Context: an optimization exercise on an open-source flow, tuned for small area. The choices shown serve that exercise and are no tape-out recipe.
Only simulation tests tie the RTL to the original design; equivalence was not proved.
Power is estimated from default activity; no workload was simulated.

**flow/run.sh**
```bash
#!/bin/bash
# Standard layout, with the port buffers made of the smallest buffer cell
# (the default picks a much larger delay cell) and a clock tree without
# dummy balancing loads.
set -euo pipefail
export BUFFER_PORTS_ARGS="-buffer_cell sky130_fd_sc_hd__buf_1"
export CTS_ARGS="-sink_clustering_enable -repair_clock_nets -sink_clustering_size 16 -sink_clustering_max_diameter 60 -buf_list {sky130_fd_sc_hd__clkbuf_2 sky130_fd_sc_hd__clkbuf_4 sky130_fd_sc_hd__clkbuf_8} -dont_use_dummy_load"
bash standard.sh > standard_flow.log 2>&1
```
**standard.sh**
```bash
#!/bin/bash
# synth_recipe.tcl (not shown) runs the flow's synth.tcl, then flattens the netlist and writes it again
# the make line also repeats each setting of config.mk as NAME=value (left out here)
make -C /OpenROAD-flow-scripts/flow DESIGN_CONFIG=/design/flow/config.mk WORK_HOME=/design/flow/orfs CLKGATE_MAP_FILE= SYNTH_SCRIPT=/design/flow/synth_recipe.tcl "${@:-finish}"
```
**config.mk**
```make
export PLATFORM = sky130hd
export DESIGN_NAME = apb_spi_master
export DESIGN_NICKNAME = apb_spi_master
export VERILOG_FILES = /design/flow/design.v
export SDC_FILE = /design/flow/constraint.sdc
export NUM_CORES = 4
export LEC_CHECK = 0
export CAP_MARGIN = 20
export CORE_MARGIN = 2
export CORE_UTILIZATION = 40
export SLEW_MARGIN = 20
export SYNTH_HIERARCHICAL = 1
export SYNTH_MINIMUM_KEEP_SIZE = 0
```
**constraint.sdc**
```tcl
create_clock -name core_clock -period 5.0 [get_ports {pclk_i}]
set_input_delay 1.0000 -clock core_clock [delete_from_list [all_inputs] [get_ports {pclk_i}]]
set_output_delay 1.0000 -clock core_clock [all_outputs]
set_load 0.01 [all_outputs]
```
**design.v**
```verilog
module apb_spi_master (
    input  wire        pclk_i,
    input  wire        rst_n_i,
    input  wire        psel_i,
    input  wire        penable_i,
    input  wire [ 3:0] paddr_i,
    input  wire        pwrite_i,
    input  wire [31:0] pwdata_i,
    output reg  [31:0] prdata_o,
    output wire        pready_o,
    output reg         spi_clk_o,
    output reg         spi_sdo_o,
    output wire        spi_cs_n_o,
    input  wire        spi_sdi_i
);
    localparam [2:0] S_IDLE = 3'b000, S_CMD = 3'b001, S_ADDR = 3'b011, S_DUMMY = 3'b010,
                     S_TX = 3'b101, S_RX = 3'b110, S_EOT = 3'b100;
    reg  [ 2:0] state;
    reg  [31:0] reg_cmd;
    reg  [31:0] reg_addr;
    reg  [31:0] reg_len;
    reg  [31:0] reg_wdata;
    reg  [31:0] reg_rdata;
    reg  [15:0] ctrl_div;    
    reg  [13:0] ctrl_mid;    
    reg         ctrl_rx;     
    reg         ctrl_tx;     
    reg         req_rd;      
    reg         req_wr;      
    reg         cmd_b;       
    reg  [ 3:0] req_addr;
    reg  [ 7:0] req_len;
    reg  [15:0] req_wdata;
    reg         tx_busy;
    reg  [15:0] tx_cnt;
    reg         rx_busy;
    reg  [ 7:0] rx_len;
    reg  [15:0] rx_cnt;
    reg  [31:0] rx_data;
    reg         rx_wait;
    reg  [15:0] clk_cnt;
    reg         clk_q;
    wire        st_idle  = state == S_IDLE;
    wire        st_cmd   = state == S_CMD;
    wire        st_addr  = state == S_ADDR;
    wire        st_dummy = state == S_DUMMY;
    wire        st_tx    = state[2] && state[0];
    wire        st_rx    = state[2] && state[1];
    wire        st_eot   = state == S_EOT;
    wire        active   = state[1] || state[0];
    wire        tx_phase = state[0];
    assign pready_o   = 1'b1;
    assign spi_cs_n_o = !active;
    function [15:0] inc16;
        input [15:0] x;
        integer i;
        reg c;
        begin
            c = 1'b1;
            for (i = 0; i < 16; i = i + 1) begin
                inc16[i] = x[i] ^ c;
                c = c & x[i];
            end
        end
    endfunction
    wire [15:0] clk_cnt_next = inc16(clk_cnt);
    wire        clk_full     = clk_cnt_next == ctrl_div;
    wire        rise         = clk_q & ~spi_clk_o;
    wire        fall         = ~clk_q & spi_clk_o;
    always @(posedge pclk_i or negedge rst_n_i) begin
        if (!rst_n_i) begin
            clk_cnt   <= 16'd0;
            clk_q     <= 1'b0;
            spi_clk_o <= 1'b0;
        end else begin
            clk_cnt   <= (clk_full || !active) ? 16'd0 : clk_cnt_next;
            clk_q     <= active && (clk_q ^ clk_full);
            spi_clk_o <= clk_q;
        end
    end
    wire [15:0] tx_cnt_next = inc16(tx_cnt);
    wire        tx_last     = st_tx ? (tx_cnt_next == {8'd0, req_len}) : (tx_cnt[1] && tx_cnt[0]);
    wire        tx_done     = fall && tx_last;
    wire        tx_start    = tx_phase && !tx_busy;
    wire        tx_word     = tx_cnt[4:0] == 5'b11111;
    wire        tx_shift    = fall && tx_busy && (!tx_done || tx_word);
    wire        dummy_two   = tx_cnt[2] && tx_cnt[0];   
    wire        dummy_step  = st_dummy && fall && !dummy_two;
    wire [ 4:0] bit_idx     = tx_start ? 5'd0 : tx_cnt_next[4:0];
    reg         bit_val;
    always @(*) begin
        case (state)
            S_CMD:   bit_val = !bit_idx[0] || (bit_idx[1] && cmd_b);
            S_ADDR:  bit_val = req_addr[~bit_idx[1:0]];
            default: bit_val = !bit_idx[4] && req_wdata[~bit_idx[3:0]];
        endcase
    end
    always @(posedge pclk_i or negedge rst_n_i) begin
        if (!rst_n_i) begin
            tx_cnt    <= 16'd0;
            tx_busy   <= 1'b0;
            spi_sdo_o <= 1'b0;
        end else begin
            if (tx_start) tx_cnt <= 16'd0;
            else if ((tx_busy && fall && !tx_done) || dummy_step) tx_cnt <= tx_cnt_next;
            tx_busy <= tx_start || (tx_busy && !tx_done);
            if (tx_start || tx_shift) spi_sdo_o <= bit_val;
        end
    end
    wire [15:0] rx_cnt_next = inc16(rx_cnt);
    wire        rx_done     = rise && (rx_cnt_next == {8'd0, rx_len});
    wire        rx_word     = rise && (rx_cnt == 16'd31);
    wire        rx_start    = !rx_busy && st_rx && ctrl_rx;
    wire        rx_stop     = (rx_busy && rx_word && !ctrl_rx) || rx_done;
    always @(posedge pclk_i or negedge rst_n_i) begin
        if (!rst_n_i) begin
            rx_busy   <= 1'b0;
            rx_len    <= 8'd0;
            rx_cnt    <= 16'd0;
            rx_data   <= 32'd0;
            reg_rdata <= 32'd0;
        end else begin
            if (rx_start) rx_busy <= 1'b1;
            else if (rx_stop) rx_busy <= 1'b0;
            if (st_rx) rx_len <= req_len;
            if (rx_start) rx_cnt <= 16'd0;
            else if (rx_busy && rise) rx_cnt <= rx_cnt_next;
            if (rx_busy && rise) rx_data <= {rx_data[30:0], spi_sdi_i};
            if (!rx_busy) reg_rdata <= rx_data;
        end
    end
    always @(posedge pclk_i or negedge rst_n_i) begin
        if (!rst_n_i) begin
            rx_wait <= 1'b0;
        end else begin
            if (fall) rx_wait <= 1'b0;
            else if (rx_done) rx_wait <= 1'b1;
        end
    end
    wire go_cmd = st_idle && ctrl_tx && (req_rd || req_wr);
    always @(posedge pclk_i or negedge rst_n_i) begin
        if (!rst_n_i) begin
            state     <= S_IDLE;
            req_rd    <= 1'b0;
            req_wr    <= 1'b0;
        end else begin
            case (state)
                S_IDLE:  if (go_cmd) state <= S_CMD;
                S_CMD:   if (tx_done) state <= S_ADDR;
                S_ADDR:  if (tx_done) state <= S_DUMMY;
                S_DUMMY: if (dummy_two) begin
                    if (req_rd) state <= S_RX;
                    else if (req_wr) state <= S_TX;
                end
                S_TX:    if (tx_done) state <= S_EOT;
                S_RX:    if (rx_wait && fall) state <= S_EOT;
                default: state <= S_IDLE;
            endcase
            if (st_eot) begin
                req_rd <= 1'b0;
                req_wr <= 1'b0;
            end else if (st_idle && ctrl_tx) begin
                req_rd    <= reg_cmd[3:0] == 4'hA;
                req_wr    <= reg_cmd[3:0] == 4'hB;
            end
        end
    end
    always @(posedge pclk_i or negedge rst_n_i) begin
        if (!rst_n_i) begin
            cmd_b     <= 1'b0;
            req_addr  <= 4'd0;
            req_len   <= 8'd0;
            req_wdata <= 16'd0;
        end else begin
        if (st_idle) cmd_b <= req_wr;
        if (st_idle && ctrl_tx) begin
            req_addr  <= reg_addr[3:0];
            req_len   <= reg_len[7:0];
            req_wdata <= reg_wdata[15:0];
        end
        end
    end
    wire wr_en   = psel_i && penable_i && pwrite_i;
    wire wr_low  = wr_en && (paddr_i[3:2] == 2'b00);
    wire wr_ctrl = wr_en && (paddr_i == 4'd5);
    always @(posedge pclk_i or negedge rst_n_i) begin
        if (!rst_n_i) begin
            reg_cmd   <= 32'd0;
            reg_addr  <= 32'd0;
            reg_len   <= 32'd0;
            reg_wdata <= 32'd0;
            ctrl_div  <= 16'd0;
            ctrl_mid  <= 14'd0;
            ctrl_rx   <= 1'b0;
            ctrl_tx   <= 1'b0;
        end else begin
            if (wr_en && paddr_i == 4'd0) reg_cmd <= pwdata_i;
            if (wr_en && paddr_i == 4'd1) reg_addr <= pwdata_i;
            if (wr_en && paddr_i == 4'd2) reg_len <= pwdata_i;
            if (wr_en && paddr_i == 4'd3) reg_wdata <= pwdata_i;
            if (wr_ctrl) begin
                ctrl_div <= (pwdata_i[31:16] < 16'd4) ? 16'd4 : pwdata_i[31:16];
                ctrl_mid <= pwdata_i[15:2];
                ctrl_rx  <= pwdata_i[1];
                ctrl_tx  <= pwdata_i[0];
            end else if (!wr_low) begin
                ctrl_mid <= 14'd0;
                ctrl_rx  <= ctrl_rx && !st_eot;
                ctrl_tx  <= ctrl_tx && !st_eot;
            end
        end
    end
    wire       rd_en  = psel_i && !pwrite_i;
    wire [6:0] rd_sel = {!rd_en,
                         rd_en && paddr_i == 4'd5, rd_en && paddr_i == 4'd4,
                         rd_en && paddr_i == 4'd3, rd_en && paddr_i == 4'd2,
                         rd_en && paddr_i == 4'd1, rd_en && paddr_i == 4'd0};
    wire [31:0] reg_ctrl = {ctrl_div, ctrl_mid, ctrl_rx, ctrl_tx};
    wire [31:0] rd_next;
    genvar gi;
    generate
        for (gi = 0; gi < 32; gi = gi + 1) begin : g_rd
            apb_spi_rd_bit u_bit (
                .sel (rd_sel),
                .din ({prdata_o[gi], reg_ctrl[gi], reg_rdata[gi], reg_wdata[gi],
                       reg_len[gi], reg_addr[gi], reg_cmd[gi]}),
                .dout(rd_next[gi])
            );
        end
    endgenerate
    always @(posedge pclk_i or negedge rst_n_i) begin
        if (!rst_n_i) prdata_o <= 32'd0;
        else prdata_o <= rd_next;
    end
endmodule
module apb_spi_rd_bit (
    input  wire [6:0] sel,
    input  wire [6:0] din,
    output wire       dout
);
    assign dout = |(sel & din);
endmodule
```
==> run notes <==
==> worst max path at each step <==
stage	end	slack, ns	cells after the start
final	tx_cnt[14]$_DFFE_PN0P_	0.26	19
after CTS	tx_cnt[7]$_DFFE_PN0P_	0.17	19
after detailed placement	tx_cnt[14]$_DFFE_PN0P_	0.22	19
after global routing	tx_cnt[14]$_DFFE_PN0P_	0.02	19
after global placement	tx_cnt[14]$_DFFE_PN0P_	0.27	19
after floorplan	tx_cnt[10]$_DFFE_PN0P_	0.48	20
==> worst max-delay path, delay by kind of cell (launching register included) <==
family | cells | cell delay, ns
adders and majority gates | 14 | 2.74
AOI/OAI and AO/OA | 2 | 0.47
and+or+nand+nor | 3 | 1.03
DFF | 1 | 0.39
==> cell usage after synthesis (all sizes together) (4+ instances only) <==
cell	n	share of area
o21ai	16	0.0055
xor2	6	0.0035
or2	4	0.0016
inv	4	0.00099
a22oi	67	0.033
o31ai	4	0.0020
o211ai	4	0.0020
nand4	14	0.0066
a32o	4	0.0026
a222oi	32	0.021
mux2	211	0.16
nand2	119	0.029
and2	17	0.0070
nor4	10	0.0055
xnor2	30	0.017
nor2b	9	0.0037
ha	42	0.035
a22o	43	0.025
a21oi	10	0.0033
nand3	39	0.013
nand2b	10	0.0041
dfrtp	352	0.58
nor2	24	0.0059
nand3b	4	0.0020
nor3	9	0.0033
clkbuf	19	0.0047
buf	28	0.010
==> logic make-up after synthesis <==
group           after synthesis  synth area share
xor+xnor                     36           0.02076
fa+ha+maj                    42           0.03459
other cells                   1         0.0002469
mux                         212            0.1579
compound gates              199            0.1046
flops                       352            0.5799
buf+inv                      51           0.01581
simple gates                267           0.08624
==> through the flow <==
stage | total power [W] | util
2_1_floorplan | 0.003861 | -
3_5_place_dp | 0.004173 | 0.4320
3_3_place_gp | 0.004148 | 0.4320
6_report | 0.005546 | 0.4434
4_1_cts | 0.005621 | 0.4430
5_1_grt | 0.005856 | 0.4434
==> per-module statistics from Yosys, one instance, submodules excluded <==
module	flip-flops and latches	area, µm²	times used
apb_spi_master	352	14230	1
apb_spi_rd_bit	0	30.03	32
==> flip-flops by register name (all words and copies together), names as in the netlist, 32 cells and up <==
register / cells
prdata_o: 32
reg_wdata: 32
reg_cmd: 32
reg_rdata: 32
rx_data: 32
reg_len: 32
reg_addr: 32
==> area by class of cell <==
cell class                      count  area, µm²  area share
Clock buffer                       30      412.9     0.02484
Sequential cell                   352       8808      0.5300
Inverter                            4      15.01   0.0009033
Multi-Input combinational cell    757       6213      0.3738
Timing Repair Buffer              100      531.8     0.03199
Tap cell                          511      639.4     0.03847
==> power by group <==
group | leakage [nW] | internal, W | total (W) | switching (W)
Combinational | 3.00 | 0.000361 | 0.000846 | 0.000485
Clock | 0.216 | 0.000533 | 0.00144 | 0.000902
Sequential | 4.77 | 0.00309 | 0.00327 | 0.000178
Total | 7.99 | 0.00398 | 0.00555 | 0.00157
==> routing by layer <==
layer	part of all wire	routed length, µm	vias to the layer above	track usage
li1	-	-	4475	-
met1	0.48	17270	5176	0.2770
met2	0.46	16410	208	0.2915
met3	0.042	1505	53	0.02323
met4	0.021	743	0	0.05252
met5	0	0	-	0
==> out/qor.yml <==
critical_path:
  rrSetupSlack_ns: 0.26
  cp.arrival_ns: 5.25
  r2r_start: "tx_cnt[0]$_DFFE_PN0P_"
  cp_max_fo: 14
  max_stage_delay_ns: 0.43
  cpMostUsedCell: "ha_1"
  r2r_cells: 19
  path_cells: "ha_1 -> ha_1 -> ha_1 -> ha_1 -> ha_1 -> ha_1 -> ha_1 -> ha_1 -> ha_1 -> ha_1 -> ha_1 -> ha_1 -> ha_1 -> ha_1 -> nor4_2 -> nand4_2 -> nor4_4 -> o21ai_4 -> a22o_1"
  startpoint: "tx_cnt[0]$_DFFE_PN0P_"
  crit_required_ns: 5.51
  critPathSlowestCell: "nor4_4"
  endpoint_kind: "flip-flop"
  startpoint_type: "flip-flop"
  timing.rr.end: "tx_cnt[14]$_DFFE_PN0P_"
  crit_type: "flip-flop to flip-flop"
timing:
  final-setup-viol-count: 0
  tightest_slew_ns: 1.071
  max_clock_freq_mhz: 210.9
  maxSlewViolCount: 0
  finalWorstSetupSlack_ns: 0.2585
  setup-tns-final_ns: 0
  max_slew_margin: 0.2834
  hold_viol_final: 0
  min_period_ns: 4.741
  holdWs_ns: 0.3880
  min_period_over_period: 0.9483
  grt_setup_unrepaired: "false"
  finClkSkew_ns: 0.05963
clocking:
  h-tree-depth: 1
  clk_pin_slew_ns: 0.10
  cts_tree: "yes"
  cts_made_buffers: 30
  cts_root_buffer: "clkbuf_8"
  cts_setup_buffers: 0
  cts_hold_buf: 0
  insertion_delay_ns: 0.64
  cts.sinks: 352
  clk_path_buf_depth: 3
  cts_resized: 0
finish:
  fillers: 3573
  area_growth_syn_to_layout_pct: 9.414
  final_cell_area_um2: 16620
  drive_above_1_share: 0.1134
  diodes: 0
  nNetsFinal: 1329
  mostFrequentLayoutCells: "352 x dfrtp_1, 147 x mux2_1, 119 x nand2_1, 75 x buf_1, 67 x a22oi_1"
  mostFrequentLayoutCell: "dfrtp_1"
  final_cell_count_no_fill: 1754
route:
  ant_nets: 0
  drtIter0Drc: 735
  vias_per_cell: 5.651
  dr.pass1.iters: 5
  wl_mm: 35.92
  via_count: 9912
  wl_per_cell_um: 20.48
  drcViolationCount: 0
power:
  powerDensity_nw_per_um2: 333.7
  vdd_drop_max_v: 0.0001996
  p_leak_nw: 7.988
logic_synthesis:
  ys_async_sr_fraction: 1.000
  syn-num-nets: 1244
  yosysWarnings: 7
  ys_types: 60
  ys_ff_latch: 352
  syn_area_per_cell_um2: 13.10
  ys_seq_area_frac: 0.5799
  synth_top_flop_cell: "dfrtp_1"
  synth_edf_count: 0
  netlist_area_um2: 15190
  synthCells: 1160
outcome:
  status: "timing/DRC/antenna clean"
place:
  place_congestion: 0.8129
  post-dp-hpwl_mm: 23.46
  place_ws_ns: 0.2221
  place_area_um2: 16190
  dp_cells: 1724
  port_buffers: 76
global_routing:
  grt_usage: 0.1878
  antenna_found_initial: 0
  grt.overflow.total: 0
  grt_max_degree: 119
  grt_pass1_vias: 10169
  grt_pass1_wl_mm: 58.39
floorplan:
  die_w_um: 198.9
  pin_count: 78
  start_util: 0.4052
  num_rows: 71
  die_h_um: 198.9
  core-area_um2: 37490
  fp.dieArea_um2: 39550
flow_run:
  drv_cap: 0
worst_hold_path:
  hold_class: "input port to asynchronous set/reset pin"

-- separate check: timing with driven ports --
The flow's constraints put no driver on any port. The routed layout listed below was extracted and timed again, unchanged, in two steps.
Step 1 (the two cells are an assumption about what drives the block):
set clk [get_ports {pclk_i}]
set_driving_cell -lib_cell sky130_fd_sc_hd__clkbuf_16 $clk
set_driving_cell -lib_cell sky130_fd_sc_hd__buf_2 [delete_from_list [all_inputs] $clk]
Step 2 moves the port delays by t, midway between the first and last clock arrival at a register: inputs arrive t later, outputs are due t later. That takes back most of the time a late clock gives input paths.
Three values: ideal ports, drivers, drivers and shift; two values: the first two.
shift t [ns]: 0.652
setup slack, ns: 0.259 / 0.259 / 0.259
latest minus earliest clock arrival (ns): 0.074 / 0.074
worst slew at a driven data input, ns: 0.08
After both steps this run still meets setup and hold. For this run, drivers alone change the setup slack by 0.000 ns; drivers and shift together by 0.000 ns.
